Context: an optimization exercise on an open-source flow, tuned for small area and a short achievable clock period. The choices shown serve that exercise and are no tape-out recipe.
At most, simulation tests tie the RTL to the original design; equivalence was not proved.
No driver is modelled on the clock port, so clock power and skew are understated where the tree is cut down; a real chip needs a root buffer or a tree.

Setup of v6:
## int8_mac_tree
module int8_mac_tree (
    input clk,  
    input reset,  
    input signed [7:0] in0,
    input signed [7:0] in1,
    input signed [7:0] in2,
    input signed [7:0] in3,
    input signed [7:0] in4,
    input signed [7:0] in5,
    input signed [7:0] in6,
    input signed [7:0] in7,
    input signed [7:0] in8,
    input signed [7:0] in9,
    input signed [7:0] in10,
    input signed [7:0] in11,
    input signed [7:0] in12,
    input signed [7:0] in13,
    input signed [7:0] in14,
    input signed [7:0] in15,
    output signed [31:0] out,
    output reg signed [15:0] prod0, prod1, prod2, prod3, prod4, prod5, prod6, prod7,
    output signed [17:0] sum_level2_0, sum_level2_1
);
    wire signed [15:0] p0, p1, p2, p3, p4, p5, p6, p7;
    multiplier_8bit mul0 (.A(in0),  .B(in1),  .P(p0));
    multiplier_8bit mul1 (.A(in2),  .B(in3),  .P(p1));
    multiplier_8bit mul2 (.A(in4),  .B(in5),  .P(p2));
    multiplier_8bit mul3 (.A(in6),  .B(in7),  .P(p3));
    multiplier_8bit mul4 (.A(in8),  .B(in9),  .P(p4));
    multiplier_8bit mul5 (.A(in10), .B(in11), .P(p5));
    multiplier_8bit mul6 (.A(in12), .B(in13), .P(p6));
    multiplier_8bit mul7 (.A(in14), .B(in15), .P(p7));
    always @(posedge clk or posedge reset) begin
  ...
Settings: LEC_CHECK=0, CAP_MARGIN=20, CORE_MARGIN=2, CORE_UTILIZATION=65, SLEW_MARGIN=20, SYNTH_HIERARCHICAL=1, SYNTH_MINIMUM_KEEP_SIZE=0; clock period 12.0 ns.
standard.sh (not shown) runs the stock make flow with config.mk's settings and CLKGATE_MAP_FILE= SYNTH_SCRIPT=/design/flow/synth_recipe.tcl, a recipe that flattens the netlist after the stock synthesis.
==> flow/flow/run.sh <==
#!/bin/bash
# Standard layout, with the port buffers made from a plain buffer cell
# instead of the delay buffer buffer_ports picks on its own, and timing
# repair aiming at a setup slack of 6.0 ns.
set -euo pipefail
export BUFFER_PORTS_ARGS="-buffer_cell sky130_fd_sc_hd__buf_1"
bash standard.sh SETUP_SLACK_MARGIN=6.0 finish > standard.log 2>&1
Changes in v7 relative to v6:
==> flow/flow/run.sh <==
#!/bin/bash
# Standard layout, with the port buffers made from a plain buffer cell
# instead of the delay buffer buffer_ports picks on its own, and timing
# repair aiming at a setup slack of 6.4 ns.
set -euo pipefail
export BUFFER_PORTS_ARGS="-buffer_cell sky130_fd_sc_hd__buf_1"
bash standard.sh SETUP_SLACK_MARGIN=6.4 finish > standard.log 2>&1
v7 against v6; detailed-route via count is up slightly. On final worst setup slack, the lower figure sits with v6, not v7. Fmax: v7 above v6. Cmp v7 vs v6: final core utilization higher in v7. When v7 is set beside v6, its met3 usage in global routing turns out to be 0.33 points larger. The higher filler-free cell count of the finished design of v6 and v7 is in v7. Compared to v6, the router laid down more metal wire for v7. Area of the core region came out exactly the same in v6 and v7.
Function was not checked in any run of this note: the RTL went through the layout flow alone.

---

Another version of the RTL of int8_mac_tree (not shown whole).
Size in the first run: roughly 1900 cells after synthesis, ~330 I/O pins.
==> flow/config.mk <==
export PLATFORM = sky130hd
export DESIGN_NAME = int8_mac_tree
export DESIGN_NICKNAME = int8_mac_tree
export VERILOG_FILES = /design/flow/design.v
export SDC_FILE = /design/flow/constraint.sdc
export NUM_CORES = 4
export LEC_CHECK = 0
export CAP_MARGIN = 20
export CORE_MARGIN = 2
export CORE_UTILIZATION = 72
export SLEW_MARGIN = 20
export SYNTH_HIERARCHICAL = 1
export SYNTH_MINIMUM_KEEP_SIZE = 0
==> flow/constraint.sdc <==
create_clock -name core_clock -period 12.0 [get_ports {clk}]
set_input_delay 2.4000 -clock core_clock [delete_from_list [all_inputs] [get_ports {clk}]]
set_output_delay 2.4000 -clock core_clock [all_outputs]
set_load 0.01 [all_outputs]
==> flow/flow/run.sh <==
#!/bin/bash
# Standard layout with three changes:
# - the port buffers are made from a plain buffer cell instead of the delay
#   buffer buffer_ports picks on its own;
# - timing repair aims at a setup slack of 6.0 ns;
# - after CTS, flow/mycts.tcl rebuilds the clock tree with two levels of
#   clkbuf_16 (the clock port drives four of them), see that file.
set -euo pipefail
export BUFFER_PORTS_ARGS="-buffer_cell sky130_fd_sc_hd__buf_1"
export POST_CTS_TCL="$PWD/flow/mycts.tcl"
bash standard.sh SETUP_SLACK_MARGIN=6.0 finish > standard.log 2>&1
==> flow/flow/mycts.tcl <==
# Replace the clock tree that CTS built with a two-level tree: the clock port
# drives four clkbuf_16 buffers directly, each of them drives the leaf clkbuf_16
# buffers of its group, and each leaf buffer feeds the flip-flops of one cluster.
# The clusters come from k-means on the flip-flop locations, then a capacitated
# reassignment so that every leaf drives about the same number of flip-flops
# (and every top buffer the same number of leaves), which keeps the skew small.
# Runs as the POST CTS step hook, inside ORFS cts.tcl.
# ORFS sources this file inside a procedure; run it at global level.
uplevel #0 {
set nleaf 8
if { [info exists ::env(MYCTS_LEAVES)] } { set nleaf $::env(MYCTS_LEAVES) }
set block [ord::get_db_block]
set db [ord::get_db]
set clknet [[$block findBTerm clk] getNet]
puts "mycts: clock port net [$clknet getName] with [llength [$clknet getITerms]] loads"
set bufmaster [$db findMaster sky130_fd_sc_hd__clkbuf_16]

# Walk the clock tree from the port: buffers to remove and the sinks they feed.
set sinks {}
set oldbufs {}
set oldnets {}
proc walk { net } {
  global sinks oldbufs oldnets
  foreach it [$net getITerms] {
    if { [$it isOutputSignal] } { continue }
    set inst [$it getInst]
    set m [[$inst getMaster] getName]
    if { [string match "sky130_fd_sc_hd__clkbuf_*" $m] || [string match "sky130_fd_sc_hd__buf_*" $m] } {
      lappend oldbufs $inst
      foreach ot [$inst getITerms] {
        if { [$ot isOutputSignal] && [$ot getNet] != "NULL" } {
          lappend oldnets [$ot getNet]
          walk [$ot getNet]
        }
      }
    } else {
      lappend sinks $it
    }
  }
}
walk $clknet
puts "mycts: [llength $oldbufs] clock buffers, [llength $sinks] sinks"
# Loads that drive nothing are CTS's dummy loads: removed with the tree.
set ffs {}
set dummies {}
foreach it $sinks {
  set inst [$it getInst]
  set m [[$inst getMaster] getName]
  if { [string match "sky130_fd_sc_hd__df*" $m] } {
    lappend ffs $it
    continue
  }
  foreach ot [$inst getITerms] {
    if { [$ot isOutputSignal] && [$ot getNet] != "NULL" } { error "mycts: unexpected clock sink $m" }
  }
  lappend dummies $inst
}
puts "mycts: [llength $ffs] flip-flops, [llength $dummies] dummy loads"
set sinks $ffs

# Sink locations (centre of the flip-flop).
set pts {}
foreach it $sinks {
  set bb [[$it getInst] getBBox]
  lappend pts [list [expr {([$bb xMin] + [$bb xMax]) / 2.0}] [expr {([$bb yMin] + [$bb yMax]) / 2.0}]]
}
proc kmeans { pts nk } {
  set n [llength $pts]
  set cx 0; set cy 0
  foreach p $pts { set cx [expr {$cx + [lindex $p 0]}]; set cy [expr {$cy + [lindex $p 1]}] }
  set cx [expr {$cx / $n}]; set cy [expr {$cy / $n}]
  set cent {}
  for {set k 0} {$k < $nk} {incr k} {
    set a [expr {2 * 3.14159265 * ($k + 0.5) / $nk}]
    lappend cent [list [expr {$cx + 30000 * cos($a)}] [expr {$cy + 30000 * sin($a)}]]
  }
  for {set iter 0} {$iter < 50} {incr iter} {
    set asg {}
    foreach p $pts {
      set best 0; set bd 1e30
      for {set k 0} {$k < $nk} {incr k} {
        set c [lindex $cent $k]
        set d [expr {abs([lindex $p 0] - [lindex $c 0]) + abs([lindex $p 1] - [lindex $c 1])}]
        if { $d < $bd } { set bd $d; set best $k }
      }
      lappend asg $best
    }
    set newc {}
    for {set k 0} {$k < $nk} {incr k} {
      set sx 0; set sy 0; set cnt 0
      foreach p $pts a $asg {
        if { $a == $k } { set sx [expr {$sx + [lindex $p 0]}]; set sy [expr {$sy + [lindex $p 1]}]; incr cnt }
      }
      if { $cnt > 0 } { lappend newc [list [expr {$sx / $cnt}] [expr {$sy / $cnt}]] } else { lappend newc [lindex $cent $k] }
    }
    set cent $newc
  }
  # Balance: capacitated greedy assignment by distance, then new centres.
  set cap [expr {int(ceil(double($n) / $nk))}]
  for {set iter 0} {$iter < 10} {incr iter} {
    set pairs {}
    set i 0
    foreach p $pts {
      for {set k 0} {$k < $nk} {incr k} {
        set c [lindex $cent $k]
        lappend pairs [list [expr {abs([lindex $p 0] - [lindex $c 0]) + abs([lindex $p 1] - [lindex $c 1])}] $i $k]
      }
      incr i
    }
    set pairs [lsort -real -index 0 $pairs]
    set asg [lrepeat $n -1]
    set cnt [lrepeat $nk 0]
    foreach pr $pairs {
      lassign $pr d i k
      if { [lindex $asg $i] >= 0 || [lindex $cnt $k] >= $cap } { continue }
      lset asg $i $k
      lset cnt $k [expr {[lindex $cnt $k] + 1}]
    }
    set newc {}
    for {set k 0} {$k < $nk} {incr k} {
      set sx 0; set sy 0; set c 0
      foreach p $pts a $asg {
        if { $a == $k } { set sx [expr {$sx + [lindex $p 0]}]; set sy [expr {$sy + [lindex $p 1]}]; incr c }
      }
      if { $c > 0 } { lappend newc [list [expr {$sx / $c}] [expr {$sy / $c}]] } else { lappend newc [lindex $cent $k] }
    }
    set cent $newc
  }
  return [list $cent $asg]
}
lassign [kmeans $pts $nleaf] cent asg
set ntop 4
lassign [kmeans $cent $ntop] tcent tasg

# Remove the old tree.
foreach it $sinks { $it disconnect }
foreach inst $dummies { odb::dbInst_destroy $inst }
foreach inst $oldbufs { odb::dbInst_destroy $inst }
foreach net $oldnets { odb::dbNet_destroy $net }

# Build the new one: the port drives the top buffers, each top buffer drives
# the leaf buffers of its group, each leaf buffer drives its flip-flops.
proc mkbuf { name c innet } {
  global block bufmaster
  set inst [odb::dbInst_create $block $bufmaster $name]
  set net [odb::dbNet_create $block "net_$name"]
  $net setSigType CLOCK
  $inst setLocation [expr {int([lindex $c 0])}] [expr {int([lindex $c 1])}]
  $inst setPlacementStatus PLACED
  [$inst findITerm A] connect $innet
  [$inst findITerm X] connect $net
  return $net
}
set topnets {}
for {set t 0} {$t < $ntop} {incr t} {
  lappend topnets [mkbuf "clktop_$t" [lindex $tcent $t] $clknet]
}
for {set k 0} {$k < $nleaf} {incr k} {
  set net [mkbuf "clkleaf_$k" [lindex $cent $k] [lindex $topnets [lindex $tasg $k]]]
  set cnt 0
  foreach it $sinks a $asg {
    if { $a == $k } { $it connect $net; incr cnt }
  }
  puts "mycts: leaf $k (top [lindex $tasg $k]) drives $cnt sinks"
}
detailed_placement
estimate_parasitics -placement

# Timing repair with the new tree, as cts.tcl does after CTS.
repair_timing_helper
detailed_placement
check_placement -verbose

}
==> next run, changes <==
--- a/flow/flow/mycts.tcl
+++ b/flow/flow/mycts.tcl
@@ -2,16 +2,10 @@
 # drives four clkbuf_16 buffers directly, each of them drives the leaf clkbuf_16
 # buffers of its group, and each leaf buffer feeds the flip-flops of one cluster.
-# The clusters come from k-means on the flip-flop locations, then a capacitated
-# reassignment so that every leaf drives about the same number of flip-flops
-# (and every top buffer the same number of leaves), which keeps the skew small.
 # Runs as the POST CTS step hook, inside ORFS cts.tcl.
-# ORFS sources this file inside a procedure; run it at global level.
-uplevel #0 {
 set nleaf 8
 if { [info exists ::env(MYCTS_LEAVES)] } { set nleaf $::env(MYCTS_LEAVES) }
 set block [ord::get_db_block]
 set db [ord::get_db]
-set clknet [[$block findBTerm clk] getNet]
-puts "mycts: clock port net [$clknet getName] with [llength [$clknet getITerms]] loads"
+set clknet [$block findNet clk]
 set bufmaster [$db findMaster sky130_fd_sc_hd__clkbuf_16]
 
@@ -96,35 +90,4 @@
     set cent $newc
   }
-  # Balance: capacitated greedy assignment by distance, then new centres.
-  set cap [expr {int(ceil(double($n) / $nk))}]
-  for {set iter 0} {$iter < 10} {incr iter} {
-    set pairs {}
-    set i 0
-    foreach p $pts {
-      for {set k 0} {$k < $nk} {incr k} {
-        set c [lindex $cent $k]
-        lappend pairs [list [expr {abs([lindex $p 0] - [lindex $c 0]) + abs([lindex $p 1] - [lindex $c 1])}] $i $k]
-      }
-      incr i
-    }
-    set pairs [lsort -real -index 0 $pairs]
-    set asg [lrepeat $n -1]
-    set cnt [lrepeat $nk 0]
-    foreach pr $pairs {
-      lassign $pr d i k
-      if { [lindex $asg $i] >= 0 || [lindex $cnt $k] >= $cap } { continue }
-      lset asg $i $k
-      lset cnt $k [expr {[lindex $cnt $k] + 1}]
-    }
-    set newc {}
-    for {set k 0} {$k < $nk} {incr k} {
-      set sx 0; set sy 0; set c 0
-      foreach p $pts a $asg {
-        if { $a == $k } { set sx [expr {$sx + [lindex $p 0]}]; set sy [expr {$sy + [lindex $p 1]}]; incr c }
-      }
-      if { $c > 0 } { lappend newc [list [expr {$sx / $c}] [expr {$sy / $c}]] } else { lappend newc [lindex $cent $k] }
-    }
-    set cent $newc
-  }
   return [list $cent $asg]
 }
@@ -171,4 +134,2 @@
 detailed_placement
 check_placement -verbose
-
-}
Result:
- The changed run never finished: it broke off in 4_1_cts
- synthesized area is unchanged
- synthesized cell count stays the same
The clock cells of the first run of this note come from the design's own scripts or RTL, not from TritonCTS.

-- afterwards: timing with drivers on the ports --
The results above use ideal ports. As a check the final layouts listed here were re-extracted and re-timed, cells and wires unchanged. Step 1 (the two cells are an assumption about what drives the block):
set clk [get_ports {clk}]
set_driving_cell -lib_cell sky130_fd_sc_hd__clkbuf_16 $clk
set_driving_cell -lib_cell sky130_fd_sc_hd__buf_2 [delete_from_list [all_inputs] $clk]
Step 2 times the ports against the registers' clock, not the clock port: input delays grow and output delays shrink by t, the midpoint of the rising clock arrivals with the driver on. Three values: ideal ports, drivers, drivers and shift; two values: the first two.
run | shift t [ns] | slack for setup (ns) | worst data-port slew with drivers (ns)
v6 | 0.489 | 6.067 / 6.016 / 5.875 | 0.04
v7 | 0.484 | 6.140 / 6.093 / 6.049 | 0.05
the first run of note 2 | 0.386 | 6.080 / 6.033 / 5.773 | 0.04
After both steps every run listed still meets setup and hold. The setup slack of the first run of note 2, which loses most, moves by -0.047 ns with the drivers and by -0.307 ns with both steps.
